From an optimization exercise on the open Yosys and OpenROAD flow, aimed at small area, a short achievable clock period and few clock cycles; shortcuts taken in it are not production practice. Function was not checked in any run shown here: the RTL went through the layout flow alone.

==> flow/design.v (outline; a module is shown in full before it is edited, if it fits) <==
// module MyDesign: 2719 lines
module MyDesign (
  input  wire        dut_run,
  output reg         dut_busy,
  input  wire        reset_b,
  input  wire        clk,
  output wire        input_sram_write_enable,
  output wire [11:0] input_sram_write_addresss,
  output wire [15:0] input_sram_write_data,
  output reg  [11:0] input_sram_read_address,
  input  wire [15:0] input_sram_read_data,
  output reg         output_sram_write_enable,
  output reg  [11:0] output_sram_write_addresss,
  output reg  [15:0] output_sram_write_data,
  output wire [11:0] output_sram_read_address,
  input  wire [15:0] output_sram_read_data,
  output wire        scratchpad_sram_write_enable,
  output wire [11:0] scratchpad_sram_write_addresss,
  output wire [15:0] scratchpad_sram_write_data,
  output wire [11:0] scratchpad_sram_read_address,
  input  wire [15:0] scratchpad_sram_read_data,
  output wire        weights_sram_write_enable,
  output wire [11:0] weights_sram_write_addresss,
  output wire [15:0] weights_sram_write_data,
  output wire [11:0] weights_sram_read_address,
  input  wire [15:0] weights_sram_read_data
);
  // ...
==> flow/run.sh <==
#!/bin/bash
# synth_recipe.tcl (not shown) runs the flow's synth.tcl, then flattens the netlist and writes it again
# the make line also repeats each setting of config.mk as NAME=value (left out here)
make -C /OpenROAD-flow-scripts/flow DESIGN_CONFIG=/design/flow/config.mk WORK_HOME=/design/flow/orfs CLKGATE_MAP_FILE= SYNTH_SCRIPT=/design/flow/synth_recipe.tcl finish
==> flow/config.mk <==
export PLATFORM = sky130hd
export DESIGN_NAME = MyDesign
export DESIGN_NICKNAME = MyDesign
export VERILOG_FILES = /design/flow/design.v
export SDC_FILE = /design/flow/constraint.sdc
export NUM_CORES = 4
export LEC_CHECK = 0
export ABC_CLOCK_PERIOD_IN_PS = 3500
export CAP_MARGIN = 20
export CORE_MARGIN = 2
export CORE_UTILIZATION = 40
export PLACE_DENSITY = 0.6
export SETUP_SLACK_MARGIN = 5.0
export SLEW_MARGIN = 20
==> flow/constraint.sdc <==
create_clock -name core_clock -period 8.5 [get_ports {clk}]
set_input_delay 1.7000 -clock core_clock [delete_from_list [all_inputs] [get_ports {clk}]]
set_output_delay 1.7000 -clock core_clock [all_outputs]
set_load 0.01 [all_outputs]
==> out/results.ini, run 1 <==
[outcome]
status = no timing/DRC/antenna violations

[placed_design]
placed_area_um2 = 35730
dp_slack_ns = 3.839

[critical_path]
rrSetupSlack_ns = 4.27
crit_start = k3[4]$_DFFE_PP_

[drt]
dr.pass1.iters = 5
dr_wl_met3_mm = 4.584
vias = 21320

[floorplanning]
dieHeight_um = 294.1
coreArea_um2 = 83560

[cells_and_area]
clk_share_pct = 4.584
final_cell_mix = inv_1, fa_1, and2_1, dfxtp_1, nand2_1
seqCellArea_um2 = 11060
final_cell_area_um2 = 39770
buffers = 250
largestRegisters = xs0 x24, xs1 x24, xs2 x24
layout_commonest_cell = inv_1
n_fill_cell = 7695

[min_path]
hold_path_end = sr1[1]$_DFF_P_

[sta]
setup-tns-final_ns = 0
setup_ws_ns = 4.269
hold-worst-slack_ns = 0.3193
slew_violations = 0
min_period_ns = 4.231

[global_route]
grt_pass1_vias = 22610
overflow = 0
use_met3_pct = 3.044
busiest_layer = met2
grt_pass1_wl_mm = 133.7

[synthesis]
synth_area_um2 = 33670
synth_flop_cell = dfxtp_1

[clocking]
root_buffer = clkbuf_16

==> run 2: changes to the inputs <==
--- a/flow/design.v
+++ b/flow/design.v
@@ -43,23 +43,23 @@
   reg [11:0] sb;           
   reg [6:0]  nreg;         
   reg        endflag;      
   reg [6:0]  w3m1;         
   reg [4:0]  wd;           
   reg [4:0]  prd;          
   reg i_n, i_c, i_l;
   reg a_n;
-  reg p0, p1, p2, p3, p4, p5, p6;
-  reg l0, l1, l2, l3, l4, l5, l6;
+  reg p0, p1, p2, p3, p4, p5, p6, p7;
+  reg l0, l1, l2, l3, l4, l5, l6, l7;
   reg [2:0]  wcnt;
   reg        half, wlast;
   wire [5:0] wv = nreg[6:1];
-  wire lastcol = (wd == 5'd0);
-  wire laststrip = (prd == 5'd0);
+  reg  lastcol;            
+  reg  laststrip;          
   wire [15:0] din = input_sram_read_data;
   reg  [1:0] xsel, ysel;
   reg        cin;
   reg [11:0] xop, yop;
   always @(*) begin
     case (xsel)
       2'd0: xop = colptr;
       2'd1: xop = sb;
@@ -148,29 +148,37 @@
         colptr <= 12'd1;
         sb <= 12'd1;
       end
       S_R0S: ;
       S_END: input_sram_read_address <= 12'd0;
       default: input_sram_read_address <= anext;
     endcase
     case (sl)
-      S_BUB: begin colptr <= sb; wd <= wv - 6'd1; prd <= wv - 6'd2; end
+      S_BUB: begin
+        colptr <= sb; wd <= wv - 6'd1; prd <= wv - 6'd2;
+        lastcol <= 1'b0; laststrip <= (wv == 6'd2);
+      end
       S_P0: begin
         colptr <= colptr + 12'd1;
         if (lastcol && !laststrip) sb <= anext;
         if (lastcol && laststrip) sb <= anext;
       end
       S_P2: begin
         if (lastcol && !laststrip) colptr <= sb;
         if (lastcol && laststrip) sb <= anext;
       end
       S_P3: begin
-        if (lastcol) begin wd <= wv - 6'd1; prd <= prd - 5'd1; end
-        else begin wd <= wd - 5'd1; end
+        if (lastcol) begin
+          wd <= wv - 6'd1; prd <= prd - 5'd1;
+          lastcol <= 1'b0; laststrip <= (prd == 5'd1);
+        end else begin
+          wd <= wd - 5'd1;
+          lastcol <= (wd == 5'd1);
+        end
       end
       default: ;
     endcase
     if (a_n) begin
       nreg <= din[6:0];
       endflag <= (din == 16'hFFFF);
     end
     w3m1 <= {1'b0, nreg[6:1]} + nreg - 7'd1;
@@ -217,23 +225,23 @@
       2'd0: xs1 <= opC;
       2'd1: xs1 <= opD;
       2'd2: xs1 <= opA;
       default: xs1 <= opB;
     endcase
   end
   always @(posedge clk or negedge reset_b) begin
     if (!reset_b) begin
-      p1 <= 1'b0; p2 <= 1'b0; p3 <= 1'b0; p4 <= 1'b0; p5 <= 1'b0; p6 <= 1'b0;
+      p1 <= 1'b0; p2 <= 1'b0; p3 <= 1'b0; p4 <= 1'b0; p5 <= 1'b0; p6 <= 1'b0; p7 <= 1'b0;
     end else begin
-      p1 <= p0; p2 <= p1; p3 <= p2; p4 <= p3; p5 <= p4; p6 <= p5;
+      p1 <= p0; p2 <= p1; p3 <= p2; p4 <= p3; p5 <= p4; p6 <= p5; p7 <= p6;
     end
   end
   always @(posedge clk) begin
-    l1 <= l0; l2 <= l1; l3 <= l2; l4 <= l3; l5 <= l4; l6 <= l5;
+    l1 <= l0; l2 <= l1; l3 <= l2; l4 <= l3; l5 <= l4; l6 <= l5; l7 <= l6;
   end
   reg [18:0] cs0_0, cs0_1;
   reg [18:0] cs1_0, cs1_1;
   reg [18:0] cs2_0, cs2_1;
   wire [7:0] x0_0 = xs0[23:16];
   wire [7:0] kr0_0 = k0;
   wire [7:0] x0_1 = xs0[15:8];
   wire [7:0] kr0_1 = k1;
@@ -2681,37 +2689,39 @@
   assign cs2_0_d[16] = t2_418;
   assign cs2_1_d[16] = t2_419;
   assign cs2_0_d[17] = t2_420;
   assign cs2_1_d[17] = t2_421;
   assign cs2_0_d[18] = t2_422;
   assign cs2_1_d[18] = t2_423;
   always @(posedge clk) begin cs2_0 <= cs2_0_d; cs2_1 <= cs2_1_d; end
   wire [18:0] csum = cs2_0 + cs2_1;
-  wire [6:0] v = csum[18] ? 7'd0 : ((|csum[17:7]) ? 7'd127 : csum[6:0]);
+  reg  [6:0] vr;    
+  always @(posedge clk)
+    vr <= csum[18] ? 7'd0 : ((|csum[17:7]) ? 7'd127 : csum[6:0]);
   reg  [6:0] mx;
-  wire [6:0] mxv = (v > mx) ? v : mx;
+  wire [6:0] mxv = (vr > mx) ? vr : mx;
   always @(posedge clk) begin
-    if (p3) mx <= v;
-    else if (p4 || p5) mx <= mxv;
+    if (p4) mx <= vr;
+    else if (p5 || p6) mx <= mxv;
   end
   always @(posedge clk or negedge reset_b) begin
     if (!reset_b) output_sram_write_enable <= 1'b0;
-    else output_sram_write_enable <= p6 && (half || l6);
+    else output_sram_write_enable <= p7 && (half || l7);
   end
   always @(posedge clk) begin
     if (!dut_busy) begin
       half <= 1'b0;
       wlast <= 1'b0;
-    end else if (p6) begin
+    end else if (p7) begin
       if (!half) begin
         output_sram_write_data[15:8] <= {1'b0, mxv};
-        if (l6) output_sram_write_data[7:0] <= 8'd0;
+        if (l7) output_sram_write_data[7:0] <= 8'd0;
         else half <= 1'b1;
-        wlast <= l6;
+        wlast <= l7;
       end else begin
         output_sram_write_data[7:0] <= {1'b0, mxv};
         half <= 1'b0;
         wlast <= 1'b0;
       end
     end
     if (!dut_busy) output_sram_write_addresss <= 12'd0;
     else if (output_sram_write_enable) output_sram_write_addresss <= output_sram_write_addresss + 12'd1;
==> flow/config.mk (replaced) <==
export PLATFORM = sky130hd
export DESIGN_NAME = MyDesign
export DESIGN_NICKNAME = MyDesign
export VERILOG_FILES = /design/flow/design.v
export SDC_FILE = /design/flow/constraint.sdc
export NUM_CORES = 4
export LEC_CHECK = 0
export CAP_MARGIN = 20
export CORE_MARGIN = 2
export CORE_UTILIZATION = 40
export PLACE_DENSITY = 0.6
export SETUP_SLACK_MARGIN = 4.5
export SLEW_MARGIN = 20
==> out/results.ini, run 2 <==
[drt]
postRouteWirelength_mm = 81.45
wl_per_cell_um = 18.84
vias = 20700  ; -2.9%
postRouteAntennaNets = 0
drc = 0
dr.pass1.iters = 5  ; unchanged
drt_iter0_drc = 1137
vias_per_cell = 4.788

[global_route]
antenna_found_initial = 0
grt_pass1_wl_mm = 128.3  ; -4.1%
track_usage_pct = 19.35
grt_pass1_vias = 22070  ; -2.4%
grt_max_degree = 26
overflow = 0  ; unchanged

[critical_path]
endpoint = cs1_1[11]$_DFF_P_
crit_type = reg -> reg
r2r-end = cs1_1[11]$_DFF_P_
cp-end-kind = register
crit_start = k3[2]$_DFFE_PP_
required_ns = 9.01
ff2ff_path_depth = 10
worstPathMaxFanout = 8
arrival_ns = 4.74
rr_startpoint = k3[2]$_DFFE_PP_
rrSetupSlack_ns = 4.26  ; about the same
startpoint_type = register

[clocking]
cts_buffer_depth = 3
clock_latency_ns = 0.63
cts_tree = yes
numCtsBuffers = 54
root_buffer = clkbuf_16
cts_max_level = 2
path_clk_slew_ns = 0.07
cts.sink_count = 494

[cells_and_area]
largestRegisters = xs0 x24, xs1 x24, xs2 x24
final_nets = 3860
final_layout_size_suffix_gt1_share_pct = 14.45
area_growth_syn_to_layout_pct = 13.54
n_fill_cell = 7848  ; +2.0%
final_cell_area_um2 = 38550  ; -3.1%
antenna_cells = 0
final_cell_mix = inv_1, fa_1, and2_1, dfxtp_1, nand2_1
stdcell_count = 4324
layout_commonest_cell = inv_1

[sta]
rsz0062_at_grt = yes
min_period_ns = 4.235  ; +0.004010 ns
fin_skew_ns = 0.03631
slew_violations = 0  ; unchanged
setup-tns-final_ns = 0  ; unchanged
max_freq_ghz = 0.2361
slew_headroom_pct = 28.66
setup_ws_ns = 4.265  ; -0.004010 ns
final-setup-viol-count = 0
finalCritPeriodShare_pct = 49.83
worst_pin_slew_ns = 1.070
hold_viol = 0

[outcome]
status = no timing/DRC/antenna violations

[placed_design]
hpwlAfterDp_mm = 64.77
placed_area_um2 = 35610  ; -0.33%
gp_congestion = 0.8649
io_buffers = 77
dp_slack_ns = 4.080  ; +0.2410 ns
dpl.cell_count = 4141

[synthesis]
yosysTopAreaCell = fa_1
synth_area_um2 = 33950  ; +0.84%
syn_inst = 2961
async_reset_ff_share_pct = 3.644
yosysUniqueCellTypes = 77
post-synth-top-count-cell = fa_1
ys_seq_area_share_pct = 33.17
synth_edf_count = 128
synth-seq-cells = 494
ys_warn_count = 1
synth_area_leaders = fa_1, dfxtp_1, edfxtp_1
synthTopCellsByCount = fa_1, inv_1, and2_1, dfxtp_1, nand2_1
syn_area_per_cell_um2 = 11.47
synth_top_area_share_pct = 32.08
synth_flop_cell = dfxtp_1

[min_path]
hold_path.class = reg -> reg
holdCritStartpoint = sr0[3]$_DFF_P_

[floorplanning]
coreArea_um2 = 83820  ; +0.32%
io_pins = 232
die_w_um = 295.3
dieArea_um2 = 87220
rows = 106
start_util_pct = 40.50
dieHeight_um = 295.3  ; +0.42%

[job]
cap_violations = 0

run 2: cell types whose count changed in the layout (fill, tap and decap cells not counted), moves of 19 or more:
cell | previous run | this run
buf_4 | 128 | 71
and2_4 | 73 | 27
inv_1 | 448 | 478
buf_6 | 42 | 17
fa_2 | 164 | 102
and2_1 | 353 | 406
dfxtp_1 | 307 | 334
inv_2 | 41 | 15
fa_1 | 380 | 442
dfxtp_2 | 33 | 14
run 2: how the worst min path moves through the flow:
| stage | depth (start not counted) | endpoint |
|---|---|---|
| finish | 0 | sr1[3]$_DFF_P_ |
| global route | 0 | sr1[3]$_DFF_P_ |
| CTS | 0 | sr4[1]$_DFF_P_ |
| detailed placement | 0 | l7$_DFF_P_ |
| global placement | 0 | sr4[13]$_DFF_P_ |
| floorplan | 0 | l1$_DFF_P_ |
run 2: area by class of cell:
| class | count | area [µm²] | share of cell area (%) |
|---|---|---|---|
| multi-input combinational | 1935 | 20570 | 53.37 |
| clock inverter | 33 | 369.1 | 0.9576 |
| inverter | 494 | 1859 | 4.824 |
| tap | 1134 | 1419 | 3.681 |
| clock buffer | 69 | 1544 | 4.006 |
| sequential | 494 | 11290 | 29.28 |
| timing repair buffer | 165 | 1495 | 3.879 |
run 2: kinds of logic (layout without fill, tap and decap cells):
kind of cell             Yosys count  after routing  synth area share [%]
other                              1            122               0.01105
AND/OR/NAND/NOR                  841            841                 13.43
flip-flops                       494            494                 33.17
adder cells (fa/ha/maj)          649            649                 35.95
buffers and inverters            653            761                 8.639
multiplexers                      93             93                 3.859
XOR/XNOR                          45             45                 1.161
AO/OA/AOI/OAI                    185            185                 3.789
run 2: metal layers:
| layer | global-route usage [%] | vias to the layer above | part of all wire (%) |
|---|---|---|---|
| met5 | 0 | - | 0 |
| met4 | 6.215 | 0 | 3.0 |
| met3 | 2.684 | 116 | 5.2 |
| met2 | 31.78 | 533 | 49 |
| met1 | 26.54 | 10700 | 43 |
| li1 | - | 9354 | - |
run 2: metrics by stage:
step | utilization [%] | hold WS [ns]
floorplan | - | 0.3096
global placement | 42.48 | 0.3098
detailed placement | 42.48 | 0.3121
CTS | 45.51 | 0.3181
global route | 45.99 | 0.3184
finish | 45.99 | 0.3218
run 2: worst max-delay path, cell delays in order, from the launching register on:
cell and delay (ns):
edfxtp_1 0.55, buf_4 0.21, and2_4 0.15, fa_1 0.45, fa_2 0.35, fa_2 0.54, fa_2 0.44, fa_2 0.38
fa_2 0.46, fa_2 0.55, inv_1 0.04
run 2: repair_timing:
item                                   in CTS  in global routing
endpoints found under the hold margin       0                  0
resized for setup                          87                 90
pin swaps                                  65                 62
setup endpoints to repair                  49                 41
buffers inserted                           54                 27
hold buffers                                0                  0

==> port drivers added, routing unchanged <==
The flow's constraints put no driver on any port. The routed layouts listed below were extracted and timed again, unchanged, in two steps.
Step 1 sets driving cells, clkbuf_16 on the clock port and buf_2 on the other inputs (assumed; they add their load-dependent delay and slew).
Step 2 also shifts input and output timing later by t, the mid clock arrival at the registers, as if the neighbouring blocks saw the same clock.
a / b / c = ideal ports / drivers / drivers and shift; a / b = the first two.
| run | shift t [ns] | slack for setup (ns) | clock arrival spread, ns | slew at the worst register clock pin (ns) | worst slew at a driven data input, ns |
|---|---|---|---|---|---|
| run 1 | 0.679 | 4.269 / 4.269 / 4.269 | 0.042 / 0.042 | 0.07 / 0.07 | 0.07 |
| run 2 | 0.668 | 4.265 / 4.265 / 4.265 | 0.040 / 0.040 | 0.07 / 0.07 | 0.07 |
After both steps setup and hold are still met in every run listed.
